From an optimization exercise on the open Yosys and OpenROAD flow, aimed at small area and a short achievable clock period; shortcuts taken in it are not production practice.
At most, simulation tests tie the RTL to the original design; equivalence was not proved.
The RTL of runs 1 to 5 was laid out without a check of its function.
Power and IR drop assume default switching activity.

$ cat flow/config.mk
export PLATFORM = sky130hd
export DESIGN_NAME = fp64_add
export DESIGN_NICKNAME = fp64_add
export VERILOG_FILES = /design/flow/design.v
export SDC_FILE = /design/flow/constraint.sdc
export NUM_CORES = 4
export LEC_CHECK = 0
export CAP_MARGIN = 20
export CORE_MARGIN = 2
export CORE_UTILIZATION = 25
export SLEW_MARGIN = 20
$ cat flow/constraint.sdc
create_clock -name core_clock -period 30.0 [get_ports {clk}]
set_input_delay 6.0000 -clock core_clock [delete_from_list [all_inputs] [get_ports {clk}]]
set_output_delay 6.0000 -clock core_clock [all_outputs]
set_load 0.01 [all_outputs]
$ cat flow/design.v
module lzc54(input [53:0] x, output [5:0] n);
    wire [63:0] v = {x, 10'h3ff};    
    wire [31:0] z1;        
    wire [31:0] c1;        
    genvar i;
    generate
        for (i = 0; i < 32; i = i + 1) begin : l1
            assign z1[i] = ~(v[2*i+1] | v[2*i]);
            assign c1[i] = ~v[2*i+1];
        end
    endgenerate
    wire [15:0] z2; wire [31:0] c2;
    generate
        for (i = 0; i < 16; i = i + 1) begin : l2
            assign z2[i] = z1[2*i+1] & z1[2*i];
            assign c2[2*i+1:2*i] = z1[2*i+1] ? {1'b1, c1[2*i]} : {1'b0, c1[2*i+1]};
        end
    endgenerate
    wire [7:0] z3; wire [23:0] c3;
    generate
        for (i = 0; i < 8; i = i + 1) begin : l3
            assign z3[i] = z2[2*i+1] & z2[2*i];
            assign c3[3*i+2:3*i] = z2[2*i+1] ? {1'b1, c2[4*i+1:4*i]} : {1'b0, c2[4*i+3:4*i+2]};
        end
    endgenerate
    wire [3:0] z4; wire [15:0] c4;
    generate
        for (i = 0; i < 4; i = i + 1) begin : l4
            assign z4[i] = z3[2*i+1] & z3[2*i];
            assign c4[4*i+3:4*i] = z3[2*i+1] ? {1'b1, c3[6*i+2:6*i]} : {1'b0, c3[6*i+5:6*i+3]};
        end
    endgenerate
    wire [1:0] z5; wire [9:0] c5;
    generate
        for (i = 0; i < 2; i = i + 1) begin : l5
            assign z5[i] = z4[2*i+1] & z4[2*i];
            assign c5[5*i+4:5*i] = z4[2*i+1] ? {1'b1, c4[8*i+3:8*i]} : {1'b0, c4[8*i+7:8*i+4]};
        end
    endgenerate
    assign n = z5[1] ? {1'b1, c5[4:0]} : {1'b0, c5[9:5]};
endmodule
module pfx_add #(parameter N = 54, parameter KIND = 0) (input [N-1:0] x, input [N-1:0] y, input cin, output [N-1:0] s);
    localparam L = $clog2(N);
    wire [N-1:0] g0 = x & y;
    wire [N-1:0] p0 = x ^ y;
    wire [N-1:0] G [0:L];
    wire [N-1:0] P [0:L];
    assign G[0] = {g0[N-1:1], g0[0] | (p0[0] & cin)};
    assign P[0] = p0;
    genvar l, i;
    generate
        if (KIND == 0) begin : sk   
            for (l = 0; l < L; l = l + 1) begin : lv
                for (i = 0; i < N; i = i + 1) begin : b
                    if ((i >> l) & 1) begin
                        localparam integer j = ((i >> l) << l) - 1;
                        assign G[l+1][i] = G[l][i] | (P[l][i] & G[l][j]);
                        assign P[l+1][i] = P[l][i] & P[l][j];
                    end else begin
                        assign G[l+1][i] = G[l][i];
                        assign P[l+1][i] = P[l][i];
                    end
                end
            end
        end else begin : ks   
            for (l = 0; l < L; l = l + 1) begin : lv
                for (i = 0; i < N; i = i + 1) begin : b
                    if (i >= (1 << l)) begin
                        assign G[l+1][i] = G[l][i] | (P[l][i] & G[l][i - (1 << l)]);
                        assign P[l+1][i] = P[l][i] & P[l][i - (1 << l)];
                    end else begin
                        assign G[l+1][i] = G[l][i];
                        assign P[l+1][i] = P[l][i];
                    end
                end
            end
        end
    endgenerate
    wire [N-1:0] c = {G[L][N-2:0], cin};
    assign s = p0 ^ c;
endmodule
module sigadd(input [53:0] x, input [53:0] y, input cin, output [53:0] sum);
    pfx_add #(.N(54), .KIND(0)) u_pfx(.x(x), .y(y), .cin(cin), .s(sum));
endmodule
module magcmp63(input [62:0] a, input [62:0] b, output gt);
    wire [63:0] g0 = {1'b0, b & ~a};
    wire [63:0] e0 = {1'b1, ~(a ^ b)};
    wire [31:0] g1, e1;
    wire [15:0] g2, e2;
    wire [7:0]  g3, e3;
    wire [3:0]  g4, e4;
    wire [1:0]  g5, e5;
    genvar i;
    generate
        for (i = 0; i < 32; i = i + 1) begin : l1
            assign g1[i] = g0[2*i+1] | (e0[2*i+1] & g0[2*i]);
            assign e1[i] = e0[2*i+1] & e0[2*i];
        end
        for (i = 0; i < 16; i = i + 1) begin : l2
            assign g2[i] = g1[2*i+1] | (e1[2*i+1] & g1[2*i]);
            assign e2[i] = e1[2*i+1] & e1[2*i];
        end
        for (i = 0; i < 8; i = i + 1) begin : l3
            assign g3[i] = g2[2*i+1] | (e2[2*i+1] & g2[2*i]);
            assign e3[i] = e2[2*i+1] & e2[2*i];
        end
        for (i = 0; i < 4; i = i + 1) begin : l4
            assign g4[i] = g3[2*i+1] | (e3[2*i+1] & g3[2*i]);
            assign e4[i] = e3[2*i+1] & e3[2*i];
        end
        for (i = 0; i < 2; i = i + 1) begin : l5
            assign g5[i] = g4[2*i+1] | (e4[2*i+1] & g4[2*i]);
            assign e5[i] = e4[2*i+1] & e4[2*i];
        end
    endgenerate
    assign gt = g5[1] | (e5[1] & g5[0]);
endmodule
module dfa_pre(
    input  [63:0] a, input [63:0] b,
    output        s1,         
    output [10:0] ex,         
    output [51:0] mx,         
    output [52:0] ty,         
    output [5:0]  dsh,        
    output        sub,        
    output        invx,       
    output        invy,       
    output        inf,        
    output        lzero,      
    output        zsign       
);
    wire [62:0] ma = a[62:0], mb = b[62:0];
    wire [10:0] ea = a[62:52], eb = b[62:52];
    wire [11:0] dab, dba;
    pfx_add #(.N(12), .KIND(0)) u_dab(.x({1'b0, ea}), .y({1'b1, ~eb}), .cin(1'b1), .s(dab));
    pfx_add #(.N(12), .KIND(0)) u_dba(.x({1'b0, eb}), .y({1'b1, ~ea}), .cin(1'b1), .s(dba));
    wire        swe = dab[11];                  
    wire [10:0] d   = swe ? dba[10:0] : dab[10:0];
    wire        swap;                           
    magcmp63 u_cmp(.a(ma), .b(mb), .gt(swap));
    wire        tie = swap & ~swe;              
    assign s1   = swap ? b[63] : a[63];
    assign ex   = swe ? eb : ea;
    assign mx   = swe ? b[51:0] : a[51:0];
    assign ty   = swe ? {|ea, a[51:0]} : {|eb, b[51:0]};
    assign dsh  = (|d[10:6]) ? 6'd63 : d[5:0];
    assign sub  = a[63] ^ b[63];
    assign invx = sub & tie;
    assign invy = sub & ~tie;
    assign inf  = (&ea) | (&eb);
    wire az = ~|ma, bz = ~|mb;
    assign lzero = az | bz;
    assign zsign = az & bz & b[63];
endmodule
module dfa_post(
    input         s1, input [10:0] ex, input [51:0] mx, input [52:0] ty,
    input  [5:0]  dsh, input sub, input invx, input invy, input inf,
    input         lzero, input zsign,
    output [63:0] r
);
    wire [52:0] tx = {|ex, mx};
    wire [52:0] t3 = ty >> dsh;
    wire [53:0] sum;
    sigadd u_add(.x({invx, tx ^ {53{invx}}}), .y({invy, t3 ^ {53{invy}}}), .cin(sub), .sum(sum));
    wire [5:0]  sh;
    lzc54 u_lzc(.x({sum[53], sum[52] | lzero, sum[51:0]}), .n(sh));
    wire        zres = sum == 54'd0;
    wire [53:0] nrm = sum << sh;
    wire [10:0] e1p = ex + 11'd1;
    wire [4:0]  eh1 = e1p[10:6] - 5'd1;
    wire [6:0]  el  = {1'b0, e1p[5:0]} - {1'b0, sh};
    wire [10:0] e   = {el[6] ? eh1 : e1p[10:6], el[5:0]};
    assign r[63]    = ~inf & (zres ? zsign : s1);
    assign r[62:52] = inf ? 11'h7ff : (zres ? 11'd0 : e);
    assign r[51:0]  = {52{inf}} | nrm[52:1];
endmodule
module fp64_add(input clk, input [63:0] a, input [63:0] b, output reg [63:0] s);
    wire        s1_d, sub_d, invx_d, invy_d, inf_d, lzero_d, zsign_d;
    wire [10:0] ex_d;
    wire [51:0] mx_d;
    wire [52:0] ty_d;
    wire [5:0]  dsh_d;
    reg         s1_q, sub_q, invx_q, invy_q, inf_q, lzero_q, zsign_q;
    reg  [10:0] ex_q;
    reg  [51:0] mx_q;
    reg  [52:0] ty_q;
    reg  [5:0]  dsh_q;
    wire [63:0] r;
    dfa_pre  u_pre(.a(a), .b(b), .s1(s1_d), .ex(ex_d), .mx(mx_d), .ty(ty_d), .dsh(dsh_d),
                   .sub(sub_d), .invx(invx_d), .invy(invy_d), .inf(inf_d), .lzero(lzero_d),
                   .zsign(zsign_d));
    dfa_post u_post(.s1(s1_q), .ex(ex_q), .mx(mx_q), .ty(ty_q), .dsh(dsh_q), .sub(sub_q),
                    .invx(invx_q), .invy(invy_q), .inf(inf_q), .lzero(lzero_q),
                    .zsign(zsign_q), .r(r));
    always @(posedge clk) begin
        s1_q    <= s1_d;
        ex_q    <= ex_d;
        mx_q    <= mx_d;
        ty_q    <= ty_d;
        dsh_q   <= dsh_d;
        sub_q   <= sub_d;
        invx_q  <= invx_d;
        invy_q  <= invy_d;
        inf_q   <= inf_d;
        lzero_q <= lzero_d;
        zsign_q <= zsign_d;
        s       <= r;
    end
endmodule
$ cat flow/flow/run.sh
#!/bin/bash
# Layout flow: the standard flow with an area-oriented ABC mapping script
# (flow/abc.script replaces ORFS's abc_speed.script; registers unchanged),
# plain buffers on the ports, a denser floorplan, and timing repair that
# aims for setup slack of 23 ns at the design's clock.
set -euo pipefail
cp -r "$FLOW_HOME/scripts" scripts_mod
cp flow/abc.script scripts_mod/abc_speed.script
bash standard.sh SCRIPTS_DIR="$PWD/scripts_mod" \
  "BUFFER_PORTS_ARGS=-buffer_cell sky130_fd_sc_hd__buf_1" \
  CORE_UTILIZATION=50 SETUP_SLACK_MARGIN=23 finish > standard.log 2>&1
$ cat flow/flow/abc.script
strash
dch
map -a
topo
stime -c
$ cat flow/standard.sh
#!/bin/bash
# synth_recipe.tcl (not shown) runs the flow's synth.tcl, then flattens the netlist and writes it again
# the make line also repeats each setting of config.mk as NAME=value (left out here)
make -C /OpenROAD-flow-scripts/flow DESIGN_CONFIG=/design/flow/config.mk WORK_HOME=/design/flow/orfs CLKGATE_MAP_FILE= SYNTH_SCRIPT=/design/flow/synth_recipe.tcl "${@:-finish}"
==> flow_summary.json, run 1 <==
{
  "outcome": "complete, but fails checks",
  "violations": "capacitance limit, slew limit",
  "fin_nets": 3537,
  "drv_slew": 3,
  "comb_power_share": 0.794,
  "root_buffer": "clkbuf_16",
  "drive_above_1_share": 0.307,
  "slew_headroom": -0.0924,
  "syn_area_mm2": 0.0172,
  "worstPathRequired_ns": 30.40,
  "rows": 68,
  "hpwl_mm": 47.0,
  "antenna_found_initial": 5,
  "hold_class": "flip-flop to flip-flop",
  "reg2reg_setup_slack_ns": 21.16,
  "crit_fanout": 7,
  "die_h_um": 190,
  "grt.overflow.total": 0,
  "drt_first_iter_violations": 3209,
  "viasPerCell": 6.29,
  "drc": 0,
  "power_density_mw_per_mm2": 109,
  "reg2reg_depth": 39,
  "intPower_mw": 1.36,
  "io_buffers": 192,
  "grt_pass1_wl_mm": 117,
  "ioPinCount": 193,
  "final_area_mm2": 0.0268,
  "cp-start-kind": "flip-flop",
  "min_path_cells": 2,
  "vias": 23400,
  "grt_pass1_vias": 20900,
  "clockBufferDepth": 2,
  "dpl_cell_area_mm2": 0.0193,
  "finalCriticalPeriod_ns": 8.84,
  "start_util": 0.503,
  "fin_worst_skew_ns": 0.0220,
  "max_freq_mhz": 113,
  "crit_path_end_kind": "flip-flop",
  "cpMaxStageDelayCell": "o21ai_0",
  "slowest_delay_ns": 1.29,
  "cts.sinks": 193,
  "wirelength_mm": 86.9,
  "track_usage": 0.417,
  "die_w_um": 190,
  "p_leak_nw": 11.4,
  "cpMostUsedCell": "nand2_1",
  "critPathKind": "flip-flop to flip-flop",
  "clk_pin_slew_worst_paths_ns": 0.08,
  "fill_cells": 2317,
  "rr_startpoint": "dsh_q[0]",
  "power.switching_mw": 1.56,
  "finalHoldViolations": 0,
  "antenna_left": 0,
  "setup_tns_ns": 0,
  "synth_nets": 2956,
  "clk_latency_ns": 0.48,
  "htree_levels": 4,
  "ys_seq_elements": 193,
  "cts_buffers": 17,
  "power.clock.fraction": 0.082,
  "period_share": 0.295,
  "ir_worst_vdd_uv": 93.3,
  "min_to": "s[63]",
  "die_area_mm2": 0.0360,
  "wire_per_inst_um": 23.3,
  "p_sw_frac": 0.534,
  "grt_max_degree": 64,
  "synth_area_leader_cell": "dfxtp_1",
  "cts_hold_buf": 0,
  "grt_setup_unrepaired": "yes",
  "dr.pass1.iters": 16,
  "yosysSeqAreaShare": 0.224,
  "core_mm2": 0.0343,
  "setup_viol": 0,
  "avgSynthCellArea_um2": 6.44,
  "gp_congestion": 0.965,
  "yosysUniqueCellTypes": 39,
  "cts_tree": "yes",
  "netlist.area_leader.share": 0.224,
  "syn_inst": 2678,
  "yosysWarningCount": 3,
  "seq_power_share": 0.124,
  "maxCapViolCount": 1,
  "hold_path.startpoint": "s1_q",
  "worst_pin_slew_ns": 1.62,
  "r2r-end": "s[47]",
  "synth_area_leaders": "dfxtp_1 22%, nand2_1 14%, o21ai_0 11%, ha_1 9.7%, xor2_1 7.8%",
  "crit_arrival_ns": 9.24,
  "synthToLayoutAreaGrowth_pct": 55.4
}
## state kept, by name, indices dropped and copies added, names as in the netlist
signal	count
dsh_q	6
mx_q	52
zsign_q	1
invx_q	1
s1_q	1
sub_q	1
s	64
lzero_q	1
ty_q	53
invy_q	1
inf_q	1
ex_q	11
## synth_stat cells
cell type and instances:
nand3_1 72, o31ai_1 5, clkinv_1 338, and2_2 4, nor2_1 270, nand2_1 654, a22oi_1 1, mux2i_1 26
or2_2 12, nor4_1 29, fa_1 16, mux2_2 1, o221ai_1 7, o311ai_0 3, or3_2 1, o21a_1 4
o21ai_0 366, a21o_2 8, a211oi_1 11, o41ai_1 1, o2111a_1 1, dfxtp_1 193, o221a_2 1, o211ai_1 32
o21bai_1 3, nand4_1 26, or4_2 1, o2111ai_1 8, nor3_1 32, xor2_1 153, a31oi_1 42, xnor2_1 17
a221oi_1 21, a2111oi_0 1, o22ai_1 5, ha_1 133, o211a_1 1, a311oi_1 2, a21oi_1 177
## critical path: cells and delay by family (launching register included)
kind	cells	cell delay (ns)
buffers and inverters	7	1.34
DFF	1	0.43
adders and majority gates	1	0.31
and+or+nand+nor	15	2.07
AOI/OAI and AO/OA	15	4.32
xor gates and xnor gates	1	0.24
## cells by family after synthesis
kind of cell	synth area share
compound gates	0.227
buf+inv	0.0736
fa+ha+maj	0.115
simple gates	0.258
xor+xnor	0.0864
flops	0.224
mux	0.0157
## routing by layer
metal / share of wire / global-route usage
met5: 0.0014 / 0
met3: 0.13 / 0.100
met4: 0.078 / 0.188
met2: 0.42 / 0.670
met1: 0.37 / 0.532
## worst max path at each step
stage / startpoint / endpoint / cells after the start
2_1_floorplan: a[52] / dsh_q[2] / 16
3_3_place_gp: a[60] / dsh_q[2] / 15
3_5_place_dp: a[60] / dsh_q[2] / 15
4_1_cts: a[52] / dsh_q[2] / 16
5_1_grt: dsh_q[0] / s[47] / 39
6_report: dsh_q[0] / s[47] / 39
## through the flow
step / hold WS (ns) / std cells / power, mW / setup slack [ns] / util
floorplan: 0.431 / 2678 / 1.29 / 20.82 / -
global placement: 0.523 / 3341 / 1.62 / 20.30 / 0.563
detailed placement: 0.532 / 3341 / 1.63 / 20.21 / 0.563
CTS: 0.549 / 3630 / 2.43 / 21.84 / 0.723
global route: 0.579 / 3726 / 3.04 / 20.92 / 0.781
finish: 0.538 / 3727 / 2.92 / 21.16 / 0.781
## power by group through the flow
stage / combinational, mW / sequential (mW) / clock (mW)
floorplan: 0.907 / 0.386 / 0
global placement: 1.25 / 0.362 / 0
detailed placement: 1.26 / 0.363 / 0
CTS: 1.83 / 0.358 / 0.239
global route: 2.42 / 0.366 / 0.250
finish: 2.32 / 0.362 / 0.241
## cell usage in the layout (no fill, tap or decap), types with 15 or more instances in the layout
| cell type | instances |
|---|---|
| clkinv_1 | 259 |
| nand2_1 | 573 |
| o21ai_4 | 32 |
| buf_16 | 24 |
| a21oi_2 | 39 |
| inv_2 | 17 |
| ha_4 | 15 |
| nand2_8 | 21 |
| buf_1 | 164 |
| buf_4 | 188 |
| dfxtp_1 | 186 |
| o21ai_2 | 103 |
| nand4_1 | 26 |
| a31oi_1 | 28 |
| o211ai_1 | 32 |
| nand2_2 | 66 |
| nor2_2 | 21 |
| o21ai_1 | 104 |
| nor2_1 | 217 |
| clkbuf_16 | 19 |
| nand3_1 | 60 |
| nand2_4 | 19 |
| o21ai_0 | 127 |
| a21oi_1 | 125 |
| nor2_4 | 32 |
| xor2_1 | 141 |
| nor3_1 | 19 |
| buf_12 | 24 |
| ha_1 | 116 |
| clkinv_2 | 34 |
| buf_6 | 81 |
## repair_timing
action                                  4_1_cts  5_1_grt
setup buffers                               205       76
gates resized for setup                     655      285
endpoints found under the setup margin      191      192
gates cloned                                 54       19
pin swaps                                   200      135
## final cells by class
class | instances | area (µm²) | share of cell area
Clock buffer | 19 | 433 | 0.0162
Multi-Input combinational cell | 2185 | 15500 | 0.578
Tap cell | 455 | 569 | 0.0213
Timing Repair Buffer | 521 | 4690 | 0.175
Sequential cell | 193 | 3880 | 0.145
Inverter | 338 | 1530 | 0.0571
Antenna cell | 2 | 5.00 | 0.000187
Clock inverter | 11 | 155 | 0.00579
Timing Repair inverter | 3 | 33.8 | 0.00126
==> run 2: changes to the inputs <==
==> flow/flow/run.sh (replaced) <==
#!/bin/bash
# Layout flow: the standard flow with an area-oriented ABC mapping script
# (flow/abc.script replaces ORFS's abc_speed.script; registers unchanged),
# plain buffers on the ports, a denser floorplan, and timing repair that
# aims for setup slack of 22 ns at the design's clock.
set -euo pipefail
cp -r "$FLOW_HOME/scripts" scripts_mod
cp flow/abc.script scripts_mod/abc_speed.script
bash standard.sh SCRIPTS_DIR="$PWD/scripts_mod" \
  "BUFFER_PORTS_ARGS=-buffer_cell sky130_fd_sc_hd__buf_1" \
  CORE_UTILIZATION=50 SETUP_SLACK_MARGIN=22 finish > standard.log 2>&1
==> run 2 against run 1 <==
Now clean on timing, DRC and antenna. Highest routed layer unchanged. Non-clock buffer count shrank 195. Routed wire length decreased by 22%. Combinational power is 36% lower.
==> flow_summary.json, run 2 <==
{
  "die_area_mm2": 0.0360,
  "crit_start": "b[52]",
  "cts.sinks": 193,
  "grt_setup_unrepaired": "yes",
  "wire_per_inst_um": 19.4,
  "synth_top_flop_cell": "dfxtp_1",
  "antenna_found_initial": 2,
  "clk_latency_ns": 0.46,
  "top_usage_layer": "met2",
  "dpl_cell_area_mm2": 0.0190,
  "slew_headroom": 0.134,
  "muxShareOfSynthArea": 0.0157,
  "place_ws_ns": 20.07,
  "htree_levels": 4,
  "core_mm2": 0.0343,
  "syn_area_mm2": 0.0172,
  "maxCapViolCount": 0,
  "vias": 20400,
  "reg2reg_depth": 47,
  "synth_edf_count": 0,
  "synth-async-reset-ratio": 0,
  "ys_seq_elements": 193,
  "drive_above_1_share": 0.150,
  "die_w_um": 190,
  "antenna_left": 0,
  "ir_worst_vdd_uv": 60.9,
  "synth_top_family_by_area": "simple AND/OR/NAND/NOR gates",
  "critPathKind": "primary input to flip-flop",
  "rr_startpoint": "dsh_q[0]",
  "reg2reg_setup_slack_ns": 22.08,
  "wirelength_mm": 68.1,
  "synth-compound-area-share": 0.227,
  "worstPathRequired_ns": 30.31,
  "cts_tree": "yes",
  "regMostFlops": "s",
  "reg_top3": "s x64, ty_q x53, mx_q x52",
  "crit_fanout": 6,
  "track_usage": 0.360,
  "grt_max_degree": 99,
  "power.clock.fraction": 0.115,
  "syn_inst": 2678,
  "p_sw_frac": 0.529,
  "grt_pass1_wl_mm": 101,
  "hpwl_mm": 47.6,
  "avgSynthCellArea_um2": 6.44,
  "final_area_mm2": 0.0220,
  "finalCriticalPeriod_ns": 8.19,
  "crit_path_end_kind": "flip-flop",
  "fin_worst_skew_ns": 0.0127,
  "synthToLayoutAreaGrowth_pct": 27.8,
  "gr-usage-met1": 0.469,
  "drt_first_iter_violations": 2169,
  "synth-adder-area-share": 0.115,
  "intPower_uw": 985,
  "grt.overflow.total": 0,
  "viasPerCell": 5.82,
  "power.switching_mw": 1.11,
  "comb_power_share": 0.714,
  "fill_cells": 3277,
  "hold_class": "flip-flop to flip-flop",
  "yosys-top-cells-count": "654 x nand2_1, 366 x o21ai_0, 338 x clkinv_1, 270 x nor2_1, 193 x dfxtp_1",
  "whs_ns": 0.522,
  "yosysWarningCount": 3,
  "netlist.area_leader.share": 0.224,
  "synth-xor-area-share": 0.0864,
  "root_buffer": "clkbuf_16",
  "clockBufferDepth": 2,
  "period_share": 0.273,
  "most-common-layout-cells": "639 x nand2_1, 288 x clkinv_1, 272 x o21ai_0",
  "finalHoldViolations": 0,
  "crit_arrival_ns": 8.50,
  "cts_buffers": 17,
  "setup_ws_ns": 21.81,
  "drv_slew": 0,
  "seq_power_share": 0.170,
  "synth_area_leader_cell": "dfxtp_1",
  "outcome": "finished clean",
  "cp-start-kind": "primary input",
  "io_buffers": 192,
  "yosysUniqueCellTypes": 39,
  "gp_congestion": 0.988,
  "start_util": 0.503,
  "ioPinCount": 193,
  "p_leak_nw": 9.40,
  "r2r-end": "s[50]",
  "worstSetupEndpoint": "dsh_q[2]",
  "setup_tns_ns": 0,
  "layout_commonest_cell": "nand2_1",
  "worst_pin_slew_ns": 1.29,
  "die_h_um": 190,
  "grt_util_met3": 0.0913,
  "final_util": 0.642,
  "fin_nets": 3318,
  "power_density_mw_per_mm2": 95.0,
  "rows": 68,
  "synth.most_common_cell": "nand2_1",
  "dr.pass1.iters": 6,
  "drc": 0,
  "yosysSeqAreaShare": 0.224,
  "clk_pin_slew_worst_paths_ns": 0.07,
  "largest_reg_flops": 64,
  "synth_nets": 2956,
  "max_freq_mhz": 122,
  "setup_viol": 0,
  "synth_area_leaders": "dfxtp_1 22%, nand2_1 14%, o21ai_0 11%, ha_1 9.7%, xor2_1 7.8%",
  "yosys.area_share.simple": 0.258,
  "grt_pass1_vias": 18600,
  "use_met2": 0.571
}
[run 2: cell count changes in the layout (fill, tap and decap cells not counted), sizes merged]
cell      change
nor3          +1
buf         -190
a21oi         +1
clkbuf        +3
nand3         +4
nand2        -22
or2           -5
diode         -1
bufbuf        -7
clkinv        -1
clkinvlp      -2
[run 2: power groups by stage]
stage	registers, mW	clock network, mW	logic, mW
final	0.357	0.242	1.49
after CTS	0.357	0.244	1.27
after global routing	0.362	0.255	1.63
after global placement	0.363	0	1.18
after floorplan	0.386	0	0.819
after detailed placement	0.365	0	1.19
[run 2: cell type report]
class | instances | area [µm²] | share of cell area
inverter | 338 | 1430 | 0.0649
multi-input combinational | 2164 | 13400 | 0.610
clock inverter | 11 | 149 | 0.00676
sequential | 193 | 3880 | 0.176
timing repair buffer | 326 | 2090 | 0.0947
clock buffer | 20 | 468 | 0.0212
tap | 455 | 569 | 0.0258
antenna | 1 | 2.50 | 0.000114
[run 2: worst min path at each step]
stage               startpoint  endpoint  slack (ns)  cells past startpoint
floorplan                 s1_q     s[63]        0.43                      2
global placement         inf_q     s[36]        0.51                      2
detailed placement       inf_q     s[36]        0.50                      2
CTS                      inf_q     s[36]        0.51                      2
global route             inf_q     s[36]        0.56                      2
finish                   inf_q     s[36]        0.52                      2
[run 2: cells by family after synthesis]
kind of cell / after synthesis
compound gates: 700
flops: 193
xor+xnor: 170
simple gates: 1101
fa+ha+maj: 149
buf+inv: 338
mux: 27
[run 2: repair_timing]
| action | 4_1_cts | 5_1_grt |
|---|---|---|
| resized for setup | 125 | 257 |
| gates cloned | 15 | 10 |
| pin swaps | 33 | 69 |
| buffers inserted | 48 | 65 |
| setup endpoints to repair | 187 | 173 |
| hold buffers | 0 | 0 |
[run 2: through the flow]
| step | power (mW) | std cells |
|---|---|---|
| final | 2.09 | 3508 |
| after global routing | 2.25 | 3507 |
| after CTS | 1.87 | 3432 |
| after detailed placement | 1.55 | 3338 |
| after global placement | 1.54 | 3338 |
| after floorplan | 1.20 | 2678 |
[run 2: critical path, cell delays in order]
cell and delay (ns):
buf_4 0.11, clkinv_1 0.09, ha_1 0.21, fa_2 0.38, o21ai_2 0.19, a21oi_2 0.10
fa_1 0.49, mux2i_1 0.06, a21oi_1 0.15, o21ai_2 0.11, nor4_4 0.26, buf_4 0.18
o211ai_1 0.15
[run 2: metal layers]
metal / vias to the layer above / share of wire
met4: 2 / 0.040
met1: 9452 / 0.42
met5: - / 0.00018
met2: 944 / 0.44
met3: 194 / 0.099
li1: 9827 / -
==> run 3: changes to the inputs <==
--- a/flow/design.v
+++ b/flow/design.v
@@ -82,9 +82,9 @@
 module sigadd(input [53:0] x, input [53:0] y, input cin, output [53:0] sum);
     pfx_add #(.N(54), .KIND(0)) u_pfx(.x(x), .y(y), .cin(cin), .s(sum));
 endmodule
-module magcmp63(input [62:0] a, input [62:0] b, output gt);
-    wire [63:0] g0 = {1'b0, b & ~a};
-    wire [63:0] e0 = {1'b1, ~(a ^ b)};
+module magcmp52(input [51:0] a, input [51:0] b, output gt);
+    wire [63:0] g0 = {12'd0, b & ~a};
+    wire [63:0] e0 = {12'hfff, ~(a ^ b)};
     wire [31:0] g1, e1;
     wire [15:0] g2, e2;
     wire [7:0]  g3, e3;
@@ -125,21 +125,19 @@
     output        sub,        
     output        invx,       
     output        invy,       
-    output        inf,        
-    output        lzero,      
-    output        zsign       
+    output        lzero       
 );
-    wire [62:0] ma = a[62:0], mb = b[62:0];
     wire [10:0] ea = a[62:52], eb = b[62:52];
     wire [11:0] dab, dba;
     pfx_add #(.N(12), .KIND(0)) u_dab(.x({1'b0, ea}), .y({1'b1, ~eb}), .cin(1'b1), .s(dab));
     pfx_add #(.N(12), .KIND(0)) u_dba(.x({1'b0, eb}), .y({1'b1, ~ea}), .cin(1'b1), .s(dba));
     wire        swe = dab[11];                  
     wire [10:0] d   = swe ? dba[10:0] : dab[10:0];
-    wire        swap;                           
-    magcmp63 u_cmp(.a(ma), .b(mb), .gt(swap));
-    wire        tie = swap & ~swe;              
-    assign s1   = swap ? b[63] : a[63];
+    wire        mgt;                            
+    magcmp52 u_cmp(.a(a[51:0]), .b(b[51:0]), .gt(mgt));
+    wire        tie = (ea == eb) & mgt;         
+    wire        az = ~|a[62:0], bz = ~|b[62:0];
+    assign s1   = (swe | tie | (az & bz)) ? b[63] : a[63];
     assign ex   = swe ? eb : ea;
     assign mx   = swe ? b[51:0] : a[51:0];
     assign ty   = swe ? {|ea, a[51:0]} : {|eb, b[51:0]};
@@ -147,51 +145,46 @@
     assign sub  = a[63] ^ b[63];
     assign invx = sub & tie;
     assign invy = sub & ~tie;
-    assign inf  = (&ea) | (&eb);
-    wire az = ~|ma, bz = ~|mb;
     assign lzero = az | bz;
-    assign zsign = az & bz & b[63];
 endmodule
 module dfa_post(
     input         s1, input [10:0] ex, input [51:0] mx, input [52:0] ty,
-    input  [5:0]  dsh, input sub, input invx, input invy, input inf,
-    input         lzero, input zsign,
+    input  [5:0]  dsh, input sub, input invx, input invy, input lzero,
     output [63:0] r
 );
+    wire        inf = &ex;                      
     wire [52:0] tx = {|ex, mx};
     wire [52:0] t3 = ty >> dsh;
     wire [53:0] sum;
     sigadd u_add(.x({invx, tx ^ {53{invx}}}), .y({invy, t3 ^ {53{invy}}}), .cin(sub), .sum(sum));
     wire [5:0]  sh;
     lzc54 u_lzc(.x({sum[53], sum[52] | lzero, sum[51:0]}), .n(sh));
-    wire        zres = sum == 54'd0;
+    wire        zres = sh[5] & sh[4] & sh[2] & sh[1];    
     wire [53:0] nrm = sum << sh;
     wire [10:0] e1p = ex + 11'd1;
     wire [4:0]  eh1 = e1p[10:6] - 5'd1;
     wire [6:0]  el  = {1'b0, e1p[5:0]} - {1'b0, sh};
     wire [10:0] e   = {el[6] ? eh1 : e1p[10:6], el[5:0]};
-    assign r[63]    = ~inf & (zres ? zsign : s1);
+    assign r[63]    = ~inf & ~zres & s1;
     assign r[62:52] = inf ? 11'h7ff : (zres ? 11'd0 : e);
     assign r[51:0]  = {52{inf}} | nrm[52:1];
 endmodule
 module fp64_add(input clk, input [63:0] a, input [63:0] b, output reg [63:0] s);
-    wire        s1_d, sub_d, invx_d, invy_d, inf_d, lzero_d, zsign_d;
+    wire        s1_d, sub_d, invx_d, invy_d, lzero_d;
     wire [10:0] ex_d;
     wire [51:0] mx_d;
     wire [52:0] ty_d;
     wire [5:0]  dsh_d;
-    reg         s1_q, sub_q, invx_q, invy_q, inf_q, lzero_q, zsign_q;
+    reg         s1_q, sub_q, invx_q, invy_q, lzero_q;
     reg  [10:0] ex_q;
     reg  [51:0] mx_q;
     reg  [52:0] ty_q;
     reg  [5:0]  dsh_q;
     wire [63:0] r;
     dfa_pre  u_pre(.a(a), .b(b), .s1(s1_d), .ex(ex_d), .mx(mx_d), .ty(ty_d), .dsh(dsh_d),
-                   .sub(sub_d), .invx(invx_d), .invy(invy_d), .inf(inf_d), .lzero(lzero_d),
-                   .zsign(zsign_d));
+                   .sub(sub_d), .invx(invx_d), .invy(invy_d), .lzero(lzero_d));
     dfa_post u_post(.s1(s1_q), .ex(ex_q), .mx(mx_q), .ty(ty_q), .dsh(dsh_q), .sub(sub_q),
-                    .invx(invx_q), .invy(invy_q), .inf(inf_q), .lzero(lzero_q),
-                    .zsign(zsign_q), .r(r));
+                    .invx(invx_q), .invy(invy_q), .lzero(lzero_q), .r(r));
     always @(posedge clk) begin
         s1_q    <= s1_d;
         ex_q    <= ex_d;
@@ -201,9 +194,7 @@
         sub_q   <= sub_d;
         invx_q  <= invx_d;
         invy_q  <= invy_d;
-        inf_q   <= inf_d;
         lzero_q <= lzero_d;
-        zsign_q <= zsign_d;
         s       <= r;
     end
 endmodule
==> run 3 against run 2 <==
Sequential power decreased by 2%. Worst setup slack got worse by 0.44 ns. Design area up 8.7%.
==> flow_summary.json, run 3 <==
{
  "outcome": "finished clean",
  "most-common-layout-cells": "596 x nand2_1, 247 x clkinv_1, 216 x o21ai_0",
  "wire_per_inst_um": 21.2,
  "ioPinCount": 193,
  "start_util": 0.505,
  "gp_congestion": 0.956,
  "synth_area_leaders": "dfxtp_1 23%, nand2_1 15%, o21ai_0 11%, ha_1 9.8%, xor2_1 7.6%",
  "clockBufferDepth": 2,
  "layout_commonest_cell": "nand2_1",
  "drc": 0,
  "reg2reg_setup_slack_ns": 22.04,
  "final_util": 0.718,
  "vias": 21200,
  "finalHoldViolations": 0,
  "wirelength_mm": 73.8,
  "synth_edf_count": 0,
  "power_density_mw_per_mm2": 71.4,
  "die_area_mm2": 0.0352,
  "yosysWarningCount": 3,
  "grt_max_degree": 67,
  "finalCriticalPeriod_ns": 8.63,
  "rr_startpoint": "dsh_q[0]",
  "crit_arrival_ns": 8.96,
  "drive_above_1_share": 0.225,
  "crit_fanout": 6,
  "synth_nets": 2872,
  "cts_buffers": 17,
  "synth.most_common_cell": "nand2_1",
  "die_h_um": 188,
  "grt_util_met3": 0.0672,
  "htree_levels": 4,
  "place_ws_ns": 19.04,
  "viasPerCell": 6.08,
  "drt_first_iter_violations": 2230,
  "core_mm2": 0.0334,
  "cp-start-kind": "primary input",
  "ys_seq_elements": 191,
  "drv_slew": 0,
  "use_met2": 0.596,
  "yosysSeqAreaShare": 0.227,
  "clk_pin_slew_worst_paths_ns": 0.07,
  "yosys-top-cells-count": "662 x nand2_1, 362 x o21ai_0, 296 x clkinv_1, 258 x nor2_1, 191 x dfxtp_1",
  "worst_pin_slew_ns": 1.30,
  "dr.pass1.iters": 8,
  "reg_top3": "s x64, ty_q x53, mx_q x52",
  "antenna_found_initial": 1,
  "slew_headroom": 0.127,
  "synthToLayoutAreaGrowth_pct": 42.2,
  "grt.overflow.total": 0,
  "ir_worst_vdd_uv": 51.5,
  "fin_worst_skew_ns": 0.0156,
  "syn_inst": 2595,
  "top_usage_layer": "met2",
  "gr-usage-met1": 0.491,
  "fin_nets": 3295,
  "yosysUniqueCellTypes": 40,
  "antenna_left": 0,
  "synth-async-reset-ratio": 0,
  "hold_class": "flip-flop to flip-flop",
  "clk_latency_ns": 0.48,
  "period_share": 0.288,
  "root_buffer": "clkbuf_16",
  "cts.sinks": 191,
  "stdcell_count": 3480,
  "cts_tree": "yes",
  "synth_area_leader_cell": "dfxtp_1",
  "track_usage": 0.368,
  "setup_tns_ns": 0,
  "crit_path_end_kind": "flip-flop",
  "die_w_um": 188,
  "max_freq_mhz": 116,
  "netlist.area_leader.share": 0.227,
  "worstPathRequired_ns": 30.33,
  "grt_setup_unrepaired": "yes",
  "setup_viol": 0,
  "syn_area_mm2": 0.0168,
  "largest_reg_flops": 64,
  "avgSynthCellArea_um2": 6.49,
  "dpl.cell_count": 3255,
  "critPathKind": "primary input to flip-flop",
  "p_leak_nw": 10.2,
  "grt_pass1_vias": 18600,
  "regMostFlops": "s",
  "grt_pass1_wl_mm": 102,
  "rows": 67,
  "hpwl_mm": 44.4,
  "hold_path.startpoint": "s1_q",
  "maxCapViolCount": 0,
  "setup_ws_ns": 21.37,
  "crit_start": "a[52]",
  "synth_top_flop_cell": "dfxtp_1",
  "io_buffers": 192
}
[run 3: cell count changes after synthesis, sizes merged, moves of 5 or more]
cell	change
clkinv	-42
nand3	-19
o211ai	+14
nor2	-12
a221oi	-10
nand2	+8
a21oi	-6
xor2	-6
a21o	-5
[run 3: timing repair]
item	4_1_cts	5_1_grt
gates cloned	39	16
pin swaps	40	77
setup endpoints to repair	188	188
hold buffers	0	0
gates resized for setup	296	515
setup buffers	61	76
endpoints found under the hold margin	0	0
[run 3: layout make-up]
cell class	count	area, µm²
diodes	1	2.50
repair inverters	4	36.3
clock inverters	9	111
flip-flops and latches	191	3830
well taps	448	561
repair buffers	388	3510
inverters	296	1310
fillers	2702	9420
clock buffers	23	458
multi-input cells	2120	14100
[run 3: worst max-delay path, cell delays in order]
cell and delay, ns:
buf_12 0.10, clkinv_16 0.05, ha_4 0.14, fa_2 0.37
nor2_4 0.15, a211oi_4 0.05, nor2_1 0.11, nor2_1 0.05
o21a_1 0.12, nor2_2 0.11, a211oi_2 0.07, nor2_2 0.24
nor2_4 0.11, buf_6 0.14, nand2_4 0.04, o21ai_2 0.07
a211oi_2 0.24, o21ai_2 0.11, a2111oi_4 0.31, buf_4 0.20
o211ai_1 0.16
[run 3: final timing paths]
kind | endpoint | cells past startpoint
setup / recovery | dsh_q[2] | 21
hold / removal | s[63] | 1
setup reg to reg | s[50] | 47
hold reg to reg | s[63] | 1
[run 3: through the flow]
step	cell area, µm²	hold slack, ns	total power [mW]
2_1_floorplan	17000	0.442	0.949
3_3_place_gp	18500	0.449	1.19
3_5_place_dp	18500	0.451	1.19
4_1_cts	21500	0.467	1.53
5_1_grt	23900	0.490	1.82
6_report	23900	0.465	1.71
[run 3: kinds of logic (layout without fill, tap and decap cells)]
family	count (synthesis)	in the layout	synth area share
simple gates	1074	1086	0.257
xor+xnor	167	167	0.0868
mux	28	28	0.0167
other cells	0	1	0
flops	191	191	0.227
fa+ha+maj	148	148	0.117
compound gates	691	691	0.230
buf+inv	296	720	0.0660
[run 3: report_power, final]
group / total [mW] / internal [mW] / switching [mW]
Combinational: 1.13 / 0.410 / 0.720
Sequential: 0.350 / 0.323 / 0.0267
Clock: 0.230 / 0.125 / 0.106
[run 3: routing by layer]
metal	up-vias	wire [µm]
met5	-	0
met4	0	3650
met3	304	6900
met2	1302	33600
met1	9839	29600
li1	9720	-
==> run 4: changes to the inputs <==
--- a/flow/design.v
+++ b/flow/design.v
@@ -122,6 +122,7 @@
     output [51:0] mx,         
     output [52:0] ty,         
     output [5:0]  dsh,        
+    output        big,        
     output        sub,        
     output        invx,       
     output        invy,       
@@ -141,7 +142,8 @@
     assign ex   = swe ? eb : ea;
     assign mx   = swe ? b[51:0] : a[51:0];
     assign ty   = swe ? {|ea, a[51:0]} : {|eb, b[51:0]};
-    assign dsh  = (|d[10:6]) ? 6'd63 : d[5:0];
+    assign dsh  = d[5:0];
+    assign big  = |d[10:6];
     assign sub  = a[63] ^ b[63];
     assign invx = sub & tie;
     assign invy = sub & ~tie;
@@ -149,12 +151,12 @@
 endmodule
 module dfa_post(
     input         s1, input [10:0] ex, input [51:0] mx, input [52:0] ty,
-    input  [5:0]  dsh, input sub, input invx, input invy, input lzero,
+    input  [5:0]  dsh, input big, input sub, input invx, input invy, input lzero,
     output [63:0] r
 );
     wire        inf = &ex;                      
     wire [52:0] tx = {|ex, mx};
-    wire [52:0] t3 = ty >> dsh;
+    wire [52:0] t3 = ty >> (dsh | {6{big}});     
     wire [53:0] sum;
     sigadd u_add(.x({invx, tx ^ {53{invx}}}), .y({invy, t3 ^ {53{invy}}}), .cin(sub), .sum(sum));
     wire [5:0]  sh;
@@ -170,20 +172,20 @@
     assign r[51:0]  = {52{inf}} | nrm[52:1];
 endmodule
 module fp64_add(input clk, input [63:0] a, input [63:0] b, output reg [63:0] s);
-    wire        s1_d, sub_d, invx_d, invy_d, lzero_d;
+    wire        s1_d, big_d, sub_d, invx_d, invy_d, lzero_d;
     wire [10:0] ex_d;
     wire [51:0] mx_d;
     wire [52:0] ty_d;
     wire [5:0]  dsh_d;
-    reg         s1_q, sub_q, invx_q, invy_q, lzero_q;
+    reg         s1_q, big_q, sub_q, invx_q, invy_q, lzero_q;
     reg  [10:0] ex_q;
     reg  [51:0] mx_q;
     reg  [52:0] ty_q;
     reg  [5:0]  dsh_q;
     wire [63:0] r;
-    dfa_pre  u_pre(.a(a), .b(b), .s1(s1_d), .ex(ex_d), .mx(mx_d), .ty(ty_d), .dsh(dsh_d),
+    dfa_pre  u_pre(.a(a), .b(b), .s1(s1_d), .ex(ex_d), .mx(mx_d), .ty(ty_d), .dsh(dsh_d), .big(big_d),
                    .sub(sub_d), .invx(invx_d), .invy(invy_d), .lzero(lzero_d));
-    dfa_post u_post(.s1(s1_q), .ex(ex_q), .mx(mx_q), .ty(ty_q), .dsh(dsh_q), .sub(sub_q),
+    dfa_post u_post(.s1(s1_q), .ex(ex_q), .mx(mx_q), .ty(ty_q), .dsh(dsh_q), .big(big_q), .sub(sub_q),
                     .invx(invx_q), .invy(invy_q), .lzero(lzero_q), .r(r));
     always @(posedge clk) begin
         s1_q    <= s1_d;
@@ -191,6 +193,7 @@
         mx_q    <= mx_d;
         ty_q    <= ty_d;
         dsh_q   <= dsh_d;
+        big_q   <= big_d;
         sub_q   <= sub_d;
         invx_q  <= invx_d;
         invy_q  <= invy_d;
--- a/flow/flow/run.sh
+++ b/flow/flow/run.sh
@@ -8,4 +8,4 @@
 cp flow/abc.script scripts_mod/abc_speed.script
 bash standard.sh SCRIPTS_DIR="$PWD/scripts_mod" \
   "BUFFER_PORTS_ARGS=-buffer_cell sky130_fd_sc_hd__buf_1" \
-  CORE_UTILIZATION=50 SETUP_SLACK_MARGIN=22 finish > standard.log 2>&1
+  CORE_UTILIZATION=50 SETUP_SLACK_MARGIN=22 CTS_BUF_LIST=sky130_fd_sc_hd__clkbuf_8 ADDER_MAP_FILE= finish > standard.log 2>&1
==> run 4 against run 3 <==
Synthesized cell count increased by 9.0%. Via count rose by 3.9%. Sequential power barely moved. Area after synthesis down 2.5%. Critical path depth is 10 lower. Combinational power decreased by 5%. Critical endpoint is now s1_q. Core utilization fell by 0.36 points. Final cell count grew 5.8%. Clock skew increased by 0.0021 ns. Highest routed layer unchanged. Worst hold slack better by 0.011 ns. Register-to-register slack gained 0.09 ns. Global-route usage down 0.59 points.
==> flow_summary.json, run 4 <==
{
  "outcome": "finished clean",
  "antenna_found_initial": 0,
  "hpwl_mm": 46.2,
  "slew_headroom": 0.414,
  "hold_class": "flip-flop to flip-flop",
  "wirelength_mm": 73.1,
  "antenna_cells": 0,
  "drive_above_1_share": 0.232,
  "finalHoldViolations": 0,
  "reg2reg_depth": 48,
  "drc": 0,
  "r2r-end": "s[46]",
  "syn_inst": 2829,
  "worst_pin_slew_ns": 0.873,
  "die_area_mm2": 0.0343,
  "cp-start-kind": "primary input",
  "antenna_left": 0,
  "ir_worst_vdd_uv": 39.6,
  "fin_nets": 3357,
  "seq_power_share": 0.219,
  "power_density_mw_per_mm2": 69.1,
  "intPower_uw": 777,
  "htree_levels": 4,
  "worstPathRequired_ns": 30.41,
  "track_usage": 0.362,
  "reg_top3": "s x64, ty_q x53, mx_q x52",
  "layout_commonest_cell": "nand2_1",
  "min_path_cells": 2,
  "clockBufferDepth": 2,
  "power.switching_uw": 825,
  "yosysSeqAreaShare": 0.234,
  "grt.overflow.total": 0,
  "largest_reg_flops": 64,
  "clk_latency_ns": 0.53,
  "min_to": "s[63]",
  "vias": 22000,
  "synth_nets": 2958,
  "yosys-top-cells-count": "708 x nand2_1, 432 x nor2_1, 428 x o21ai_0, 369 x clkinv_1, 192 x dfxtp_1",
  "rows": 66,
  "netlist.area_leader.share": 0.234,
  "setup_tns_ns": 0,
  "crit_path_end_kind": "flip-flop",
  "setup_viol": 0,
  "maxCapViolCount": 0,
  "p_sw_frac": 0.515,
  "syn_area_mm2": 0.0164,
  "drv_slew": 0,
  "grt_setup_unrepaired": "yes",
  "ys_seq_elements": 192,
  "synth_top_flop_cell": "dfxtp_1",
  "die_h_um": 185,
  "drt_first_iter_violations": 2422,
  "synth_area_leader_cell": "dfxtp_1",
  "root_buffer": "clkbuf_8",
  "viasPerCell": 5.97,
  "most-common-layout-cells": "613 x nand2_1, 361 x nor2_1, 304 x clkinv_1",
  "cts_buffers": 17,
  "clk_pin_slew_worst_paths_ns": 0.09,
  "start_util": 0.506,
  "critPathKind": "primary input to flip-flop",
  "die_w_um": 185,
  "rr_startpoint": "big_q",
  "synth.most_common_cell": "nand2_1",
  "cts_tree": "yes",
  "ioPinCount": 193,
  "reg2reg_setup_slack_ns": 22.13,
  "avgSynthCellArea_um2": 5.81,
  "synth_edf_count": 0,
  "power.clock.fraction": 0.111,
  "max_freq_mhz": 119,
  "finalCriticalPeriod_ns": 8.42,
  "period_share": 0.281,
  "io_buffers": 192,
  "crit_arrival_ns": 8.83,
  "wire_per_inst_um": 19.8,
  "grt_max_degree": 63,
  "regMostFlops": "s",
  "yosysWarningCount": 3,
  "hold_path.startpoint": "s1_q",
  "fin_worst_skew_ns": 0.0177,
  "synthToLayoutAreaGrowth_pct": 41.1,
  "yosysUniqueCellTypes": 38,
  "synth_area_leaders": "dfxtp_1 23%, nand2_1 16%, o21ai_0 13%, nor2_1 9.9%, clkinv_1 8.4%",
  "gp_congestion": 1.01,
  "final_util": 0.714,
  "comb_power_share": 0.670,
  "p_leak_nw": 9.12,
  "core_mm2": 0.0325,
  "cts.sinks": 192,
  "grt_pass1_wl_mm": 96.8,
  "grt_pass1_vias": 18600,
  "synth-async-reset-ratio": 0,
  "crit_fanout": 7,
  "fill_cells": 2767,
  "dr.pass1.iters": 8
}
-- run 4: area by class of cell --
type                            instances  area, µm²  area share
Clock buffer                           19        262      0.0113
Inverter                              369       1580      0.0681
Sequential cell                       192       3850       0.166
Tap cell                              442        553      0.0239
Clock inverter                         13        139     0.00599
Timing Repair inverter                  1       5.00    0.000216
Timing Repair Buffer                  369       3220       0.139
Multi-Input combinational cell       2278      13600       0.586
-- run 4: worst max path at each step --
stage                     startpoint  endpoint  slack, ns  depth (start not counted)
after CTS                       b[1]      s1_q      21.59                         18
after global routing            b[2]      s1_q      21.54                         18
after global placement         big_q     s[59]      19.83                         42
after floorplan                a[54]      s1_q      19.26                         16
after detailed placement       big_q     s[59]      19.56                         42
final                          a[23]      s1_q      21.58                         11
-- run 4: cell families (layout without fill, tap and decap cells) --
logic type             Yosys count  after routing  synth area share
multiplexers                    23             23            0.0141
AO/OA/AOI/OAI                  763            765             0.258
XOR/XNOR                       171            171            0.0912
buffers and inverters          369            771            0.0843
AND/OR/NAND/NOR               1311           1319             0.319
flip-flops                     192            192             0.234
-- run 4: routing by layer --
layer  up-vias  wire length [µm]  GRT usage
met5         -                 0          0
met4         0              3820      0.131
met3       301              8520     0.0877
met2      1412             31900      0.581
met1      9968             28800      0.471
li1      10300                 -          -
-- run 4: repair_timing --
| item | 4_1_cts | 5_1_grt |
|---|---|---|
| gates resized for setup | 175 | 644 |
| endpoints found under the setup margin | 188 | 187 |
| gates cloned | 18 | 39 |
| pin swaps | 51 | 98 |
| setup buffers | 39 | 75 |
| hold buffers | 0 | 0 |
-- run 4: power groups by stage --
stage               registers, mW  logic [mW]  clock network, mW
floorplan                   0.375       0.572                  0
global placement            0.354       0.823                  0
detailed placement          0.356       0.828                  0
CTS                         0.350       0.888              0.177
global route                0.356        1.16              0.188
finish                      0.351        1.07              0.178
-- run 4: worst max-delay path, stage by stage --
cell      delay, ns
buf_1          0.27
a221oi_1       0.35
o221ai_1       0.24
a211oi_2       0.34
nand3_1        0.19
a31oi_4        0.26
o21ai_4        0.14
a2111o_1       0.47
a21oi_2        0.20
nor2_1         0.08
mux2_4         0.30
-- run 4: per-stage QoR --
stage                     area (µm²)  hold slack, ns  cells  worst slack (ns)  power, mW
final                          23200           0.476   3683             21.58       1.60
after global placement         18200           0.459   3480             19.83       1.18
after detailed placement       18200           0.461   3480             19.56       1.18
after floorplan                16800           0.410   2829             19.26      0.948
after global routing           23200           0.492   3683             21.54       1.70
after CTS                      19900           0.482   3569             21.59       1.41
==> run 5: changes to the inputs <==
==> flow/flow/run.sh (replaced) <==
#!/bin/bash
# Layout flow: the standard flow with an area-oriented ABC mapping script
# (flow/abc.script replaces ORFS's abc_speed.script; registers unchanged),
# plain buffers on the ports, a denser floorplan, and timing repair that
# aims for setup slack of 21.5 ns at the design's clock.
set -euo pipefail
cp -r "$FLOW_HOME/scripts" scripts_mod
cp flow/abc.script scripts_mod/abc_speed.script
bash standard.sh SCRIPTS_DIR="$PWD/scripts_mod" \
  "BUFFER_PORTS_ARGS=-buffer_cell sky130_fd_sc_hd__buf_1" \
  CORE_UTILIZATION=45 SETUP_SLACK_MARGIN=21.5 CTS_BUF_LIST=sky130_fd_sc_hd__clkbuf_8 ADDER_MAP_FILE= finish > standard.log 2>&1
==> run 5 against run 4 <==
Maximum frequency shrank 0.87%. Power fell by 11%. Sequential share of layout area rose by 2.7 points. Routed wire length fell by 15%. Non-clock buffer count fell by 96. Critical path type unchanged. Area after synthesis is the same. Core utilization down 16 points.
==> flow_summary.json, run 5 <==
{
  "outcome": "finished clean",
  "drt_first_iter_violations": 1738,
  "yosysUniqueCellTypes": 38,
  "max_freq_mhz": 118,
  "crit_start": "b[23]",
  "rr_startpoint": "big_q",
  "slew_headroom": 0.411,
  "ioPinCount": 193,
  "synth_nets": 2958,
  "synthToLayoutAreaGrowth_pct": 21.1,
  "synth_area_leader_cell": "dfxtp_1",
  "hold_class": "flip-flop to flip-flop",
  "yosysWarningCount": 3,
  "clockBufferDepth": 2,
  "wirelength_mm": 62.0,
  "die_w_um": 195,
  "largest_reg_flops": 64,
  "cts_tree": "yes",
  "ys_seq_elements": 192,
  "period_share": 0.283,
  "io_buffers": 192,
  "grt.overflow.total": 0,
  "layout_commonest_cell": "nand2_1",
  "wire_per_inst_um": 17.2,
  "crit_fanout": 7,
  "power_density_mw_per_mm2": 71.8,
  "grt_pass1_wl_mm": 95.5,
  "grt_setup_unrepaired": "yes",
  "reg2reg_depth": 52,
  "fin_worst_skew_ns": 0.0163,
  "synth.most_common_cell": "nand2_1",
  "synth-async-reset-ratio": 0,
  "total_power_mw": 1.43,
  "finalCriticalPeriod_ns": 8.50,
  "synth_edf_count": 0,
  "synth_top_flop_cell": "dfxtp_1",
  "regMostFlops": "s",
  "p_leak_nw": 7.75,
  "syn_area_mm2": 0.0164,
  "core_mm2": 0.0357,
  "clk_latency_ns": 0.52,
  "vias": 19900,
  "slowest_delay_ns": 0.49,
  "antenna_cells": 0,
  "cts_buffers": 17,
  "root_buffer": "clkbuf_8",
  "drc": 0,
  "hpwl_mm": 47.9,
  "maxCapViolCount": 0,
  "cts.sinks": 192,
  "avgSynthCellArea_um2": 5.81,
  "antenna_found_initial": 1,
  "grt_pass1_vias": 17900,
  "crit_buf_inv": 3,
  "crit_arrival_ns": 8.91,
  "cts_hold_buf": 0,
  "worst_pin_slew_ns": 0.876,
  "cpMaxStageDelayCell": "a2111o_1",
  "rows": 69,
  "htree_levels": 4,
  "synth_area_leaders": "dfxtp_1 23%, nand2_1 16%, o21ai_0 13%, nor2_1 9.9%, clkinv_1 8.4%",
  "clk_pin_slew_worst_paths_ns": 0.10,
  "crit_path_end_kind": "flip-flop",
  "path_cells": "buf_1 > clkinv_1 > a221oi_1 > o221ai_1 > a211oi_2 > buf_4 > nand3_1 > a31oi_4 > o21ai_4 > a2111o_1 > a21oi_2 > nor2_1 > mux2_4",
  "ir_worst_vdd_uv": 31.6,
  "grt_max_degree": 131,
  "worstPathRequired_ns": 30.41,
  "worstSetupEndpoint": "s1_q",
  "critPathKind": "primary input to flip-flop",
  "drive_above_1_share": 0.0944,
  "drv_slew": 0,
  "yosys-top-cells-count": "708 x nand2_1, 432 x nor2_1, 428 x o21ai_0, 369 x clkinv_1, 192 x dfxtp_1",
  "die_h_um": 195,
  "track_usage": 0.317,
  "netlist.area_leader.share": 0.234,
  "die_area_mm2": 0.0380,
  "finalHoldViolations": 0,
  "setup_viol": 0,
  "cp-start-kind": "primary input",
  "r2r-end": "s[51]",
  "setup_tns_ns": 0,
  "fin_nets": 3253,
  "cp_top_family": "compound AO/OA/AOI/OAI gates",
  "reg_top3": "s x64, ty_q x53, mx_q x52",
  "antenna_left": 0,
  "syn_inst": 2829,
  "yosysSeqAreaShare": 0.234,
  "start_util": 0.460,
  "reg2reg_setup_slack_ns": 21.86,
  "dr.pass1.iters": 6,
  "fill_cells": 3763,
  "path_depth": 13,
  "most-common-layout-cells": "698 x nand2_1, 408 x nor2_1, 369 x o21ai_0",
  "viasPerCell": 5.55,
  "gp_congestion": 0.999
}
run 5: cell counts after synthesis:
No cell type changed its count.
run 5: power by group:
part / internal [mW] / switching (mW) / total, mW / leakage (nW)
clock: 0.0584 / 0.0994 / 0.158 / 0.180
combinational: 0.307 / 0.612 / 0.919 / 5.95
sequential: 0.324 / 0.0287 / 0.353 / 1.62
run 5: cell type report:
| type | instances | area (µm²) | share of cell area |
|---|---|---|---|
| Clock inverter | 14 | 109 | 0.00547 |
| Tap cell | 461 | 577 | 0.0290 |
| Sequential cell | 192 | 3850 | 0.193 |
| Inverter | 369 | 1530 | 0.0770 |
| Timing Repair Buffer | 273 | 1690 | 0.0848 |
| Clock buffer | 17 | 234 | 0.0118 |
| Multi-Input combinational cell | 2271 | 11900 | 0.599 |
run 5: cell families (layout without fill, tap and decap cells):
group,after synthesis,count (layout),synth area share
AND/OR/NAND/NOR,1311,1314,0.319
AO/OA/AOI/OAI,763,763,0.258
buffers and inverters,369,673,0.0843
flip-flops,192,192,0.234
XOR/XNOR,171,171,0.0912
multiplexers,23,23,0.0141
run 5: timing repair:
action                     4_1_cts  5_1_grt
pin swaps                       22       35
buffers inserted                12       43
cloned                           6        5
setup endpoints to repair      184       89
resized for setup               68      130
run 5: worst register-to-register path, delay by kind of cell, from the launching register on:
family	cells	cell delay (ns)
xor+xnor	2	0.37
compound gates	13	2.50
simple gates	25	3.07
buf+inv	12	1.72
flops	1	0.39
run 5: how the worst min path moves through the flow:
stage / from / end / slack, ns / cells past startpoint
2_1_floorplan: s1_q / s[63] / 0.41 / 2
3_3_place_gp: s1_q / s[63] / 0.49 / 2
3_5_place_dp: s1_q / s[63] / 0.48 / 2
4_1_cts: s1_q / s[63] / 0.49 / 2
5_1_grt: s1_q / s[63] / 0.52 / 2
6_report: s1_q / s[63] / 0.50 / 2
run 5: routing by layer:
metal	vias to the layer above	global-route usage	routed length [µm]
li1	10000	-	-
met1	9038	0.439	28400
met2	753	0.506	27600
met3	107	0.0504	4410
met4	2	0.0961	1540
met5	-	0	13
run 5: through the flow:
stage                     hold slack, ns  std cells   util  cell area, µm²  worst slack (ns)
after floorplan                    0.410       2829      -           16700             19.26
after global placement             0.488       3500  0.509           18200             19.84
after detailed placement           0.482       3500  0.509           18200             19.66
after CTS                          0.491       3549  0.531           19000             21.46
after global routing               0.523       3597  0.557           19900             21.41
final                              0.496       3597  0.557           19900             21.50
==> run 6: changes to the inputs <==
--- a/flow/design.v
+++ b/flow/design.v
@@ -40,7 +40,7 @@
     assign n = z5[1] ? {1'b1, c5[4:0]} : {1'b0, c5[9:5]};
 endmodule
 module pfx_add #(parameter N = 54, parameter KIND = 0) (input [N-1:0] x, input [N-1:0] y, input cin, output [N-1:0] s);
-    localparam L = $clog2(N);
+    localparam L = (N > 32) ? 6 : (N > 16) ? 5 : (N > 8) ? 4 : 3;   
     wire [N-1:0] g0 = x & y;
     wire [N-1:0] p0 = x ^ y;
     wire [N-1:0] G [0:L];
==> run 6 against run 5 <==
Worst setup slack unchanged. Global-route usage unchanged. Area after synthesis unchanged. Design area unchanged. Routed wire length unchanged. Power unchanged. Flip-flop and latch count unchanged. First-iteration DRC count unchanged. Clock power about the same. Critical path type unchanged. Clock-buffer cell count unchanged. Critical endpoint unchanged. Core utilization unchanged.
==> flow_summary.json, run 6 <==
{
  "finalHoldViolations": 0,
  "die_area_mm2": 0.0380,
  "antenna_found_initial": 1,
  "worst_pin_slew_ns": 0.876,
  "rr_startpoint": "big_q",
  "setup_tns_ns": 0,
  "ir_worst_vdd_uv": 31.6,
  "core_mm2": 0.0357,
  "vias": 19900,
  "reg2reg_depth": 52,
  "wirelength_mm": 62.0,
  "rows": 69,
  "critPathKind": "primary input to flip-flop",
  "yosysUniqueCellTypes": 38,
  "drt_first_iter_violations": 1738,
  "r2r-end": "s[51]",
  "finalCriticalPeriod_ns": 8.50,
  "root_buffer": "clkbuf_8",
  "crit_buf_inv": 3,
  "p_leak_nw": 7.75,
  "avgSynthCellArea_um2": 5.81,
  "gp_congestion": 0.999,
  "htree_levels": 4,
  "synthToLayoutAreaGrowth_pct": 21.1,
  "slew_headroom": 0.411,
  "yosys-top-cells-count": "708 x nand2_1, 432 x nor2_1, 428 x o21ai_0, 369 x clkinv_1, 192 x dfxtp_1",
  "die_h_um": 195,
  "synth-async-reset-ratio": 0,
  "final_area_mm2": 0.0199,
  "outcome": "finished clean",
  "clk_latency_ns": 0.52,
  "cts_tree": "yes",
  "cts_hold_buf": 0,
  "wire_per_inst_um": 17.2,
  "syn_inst": 2829,
  "max_freq_mhz": 118,
  "grt_pass1_wl_mm": 95.5,
  "antenna_cells": 0,
  "synth_nets": 2958,
  "cpMaxStageDelayCell": "a2111o_1",
  "reg_top3": "s x64, ty_q x53, mx_q x52",
  "path_depth": 13,
  "viasPerCell": 5.55,
  "most-common-layout-cells": "698 x nand2_1, 408 x nor2_1, 369 x o21ai_0",
  "grt_pass1_vias": 17900,
  "power_density_mw_per_mm2": 71.8,
  "dr.pass1.iters": 6,
  "regMostFlops": "s",
  "netlist.area_leader.share": 0.234,
  "synth_area_leaders": "dfxtp_1 23%, nand2_1 16%, o21ai_0 13%, nor2_1 9.9%, clkinv_1 8.4%",
  "crit_path_end_kind": "flip-flop",
  "worstSetupEndpoint": "s1_q",
  "hold_class": "flip-flop to flip-flop",
  "clk_pin_slew_worst_paths_ns": 0.10,
  "crit_start": "b[23]",
  "clockBufferDepth": 2,
  "dpl_cell_area_mm2": 0.0182,
  "reg2reg_setup_slack_ns": 21.86,
  "layout_commonest_cell": "nand2_1",
  "yosysSeqAreaShare": 0.234,
  "drc": 0,
  "synth_edf_count": 0,
  "start_util": 0.460,
  "cp-start-kind": "primary input",
  "maxCapViolCount": 0,
  "worstPathRequired_ns": 30.41,
  "fin_nets": 3253,
  "total_power_mw": 1.43,
  "synth_top_flop_cell": "dfxtp_1",
  "antenna_left": 0,
  "cts.sinks": 192,
  "hpwl_mm": 47.9,
  "largest_reg_flops": 64,
  "period_share": 0.283,
  "fin_worst_skew_ns": 0.0163,
  "yosysWarningCount": 3,
  "drv_slew": 0,
  "grt_setup_unrepaired": "yes",
  "slowest_delay_ns": 0.49,
  "synth_area_leader_cell": "dfxtp_1",
  "crit_arrival_ns": 8.91,
  "io_buffers": 192,
  "grt_max_degree": 131,
  "synth.most_common_cell": "nand2_1",
  "cts_buffers": 17,
  "setup_viol": 0,
  "die_w_um": 195,
  "ys_seq_elements": 192,
  "track_usage": 0.317,
  "syn_area_mm2": 0.0164,
  "path_cells": "buf_1 > clkinv_1 > a221oi_1 > o221ai_1 > a211oi_2 > buf_4 > nand3_1 > a31oi_4 > o21ai_4 > a2111o_1 > a21oi_2 > nor2_1 > mux2_4",
  "grt.overflow.total": 0,
  "crit_fanout": 7,
  "cp_top_family": "compound AO/OA/AOI/OAI gates",
  "drive_above_1_share": 0.0944,
  "ioPinCount": 193
}
## run 6: worst reg2reg max path, delay by kind of cell, from the launching register on
| kind | cells | cell delay [ns] |
|---|---|---|
| flip-flops | 1 | 0.39 |
| buffers and inverters | 12 | 1.72 |
| AND/OR/NAND/NOR | 25 | 3.07 |
| XOR/XNOR | 2 | 0.37 |
| AO/OA/AOI/OAI | 13 | 2.50 |
## run 6: logic make-up after synthesis
group	after synthesis	synth area share
xor gates and xnor gates	171	0.0912
DFF	192	0.234
muxes	23	0.0141
buffers and inverters	369	0.0843
and+or+nand+nor	1311	0.319
AOI/OAI and AO/OA	763	0.258
## run 6: stage by stage
step,std cells,util,setup WS (ns),hold WS (ns)
finish,3597,0.557,21.50,0.496
global route,3597,0.557,21.41,0.523
CTS,3549,0.531,21.46,0.491
detailed placement,3500,0.509,19.66,0.482
global placement,3500,0.509,19.84,0.488
floorplan,2829,-,19.26,0.410
## run 6: how the worst min path moves through the flow
stage	start	end	depth (start not counted)
6_report	s1_q	s[63]	2
3_5_place_dp	s1_q	s[63]	2
3_3_place_gp	s1_q	s[63]	2
2_1_floorplan	s1_q	s[63]	2
5_1_grt	s1_q	s[63]	2
4_1_cts	s1_q	s[63]	2
## run 6: layout make-up
class	instances	area, µm²
multi-input cells	2271	11900
clock inverters	14	109
clock buffers	17	234
inverters	369	1530
repair buffers	273	1690
fillers	3763	15800
flip-flops and latches	192	3850
well taps	461	577
## run 6: routing by layer
layer	vias to the layer above	global-route usage	share of wire
met1	9038	0.439	0.46
met5	-	0	0.00021
met2	753	0.506	0.45
met4	2	0.0961	0.025
met3	107	0.0504	0.071
li1	10000	-	-
## run 6: power breakdown
part / total [mW] / internal (mW) / switching, mW / leakage (nW)
Sequential: 0.353 / 0.324 / 0.0287 / 1.62
Clock: 0.158 / 0.0584 / 0.0994 / 0.180
Combinational: 0.919 / 0.307 / 0.612 / 5.95
## run 6: repair_timing
action                                  4_1_cts  5_1_grt
cloned                                        6        5
buffers inserted                             12       43
pin swaps                                    22       35
resized for setup                            68      130
endpoints found under the setup margin      184       89

[re-timing with driven ports]
Ports are ideal in the flow. The routed layouts listed here were re-timed in OpenROAD. Step 1: set_driving_cell puts a clkbuf_16 on clk and a buf_2 on each other input, an assumption about the parent block. Step 2 moves the port delays by t, midway between the first and last clock arrival at a register: inputs arrive t later, outputs are due t later. That takes back most of the time a late clock gives input paths. a / b / c = ideal / step 1 / step 2; a / b = the first two.
| run | shift t [ns] | setup slack, ns | worst setup path after step 2 | worst register clock-pin slew, ns |
|---|---|---|---|---|
| run 1 | 0.529 | 21.157 / 21.157 / 21.157 | register to register | 0.09 / 0.09 |
| run 2 | 0.518 | 21.808 / 21.818 / 21.300 | input to register | 0.08 / 0.08 |
| run 3 | 0.528 | 21.372 / 21.354 / 20.825 | input to register | 0.08 / 0.08 |
| run 4 | 0.572 | 21.575 / 21.609 / 21.037 | input to register | 0.10 / 0.10 |
| run 5 | 0.562 | 21.501 / 21.529 / 20.967 | input to register | 0.11 / 0.11 |
| run 6 | 0.562 | 21.501 / 21.529 / 20.967 | input to register | 0.11 / 0.11 |
The setup slack of run 3, which loses most, moves by -0.018 ns with the drivers and by -0.547 ns with both steps.
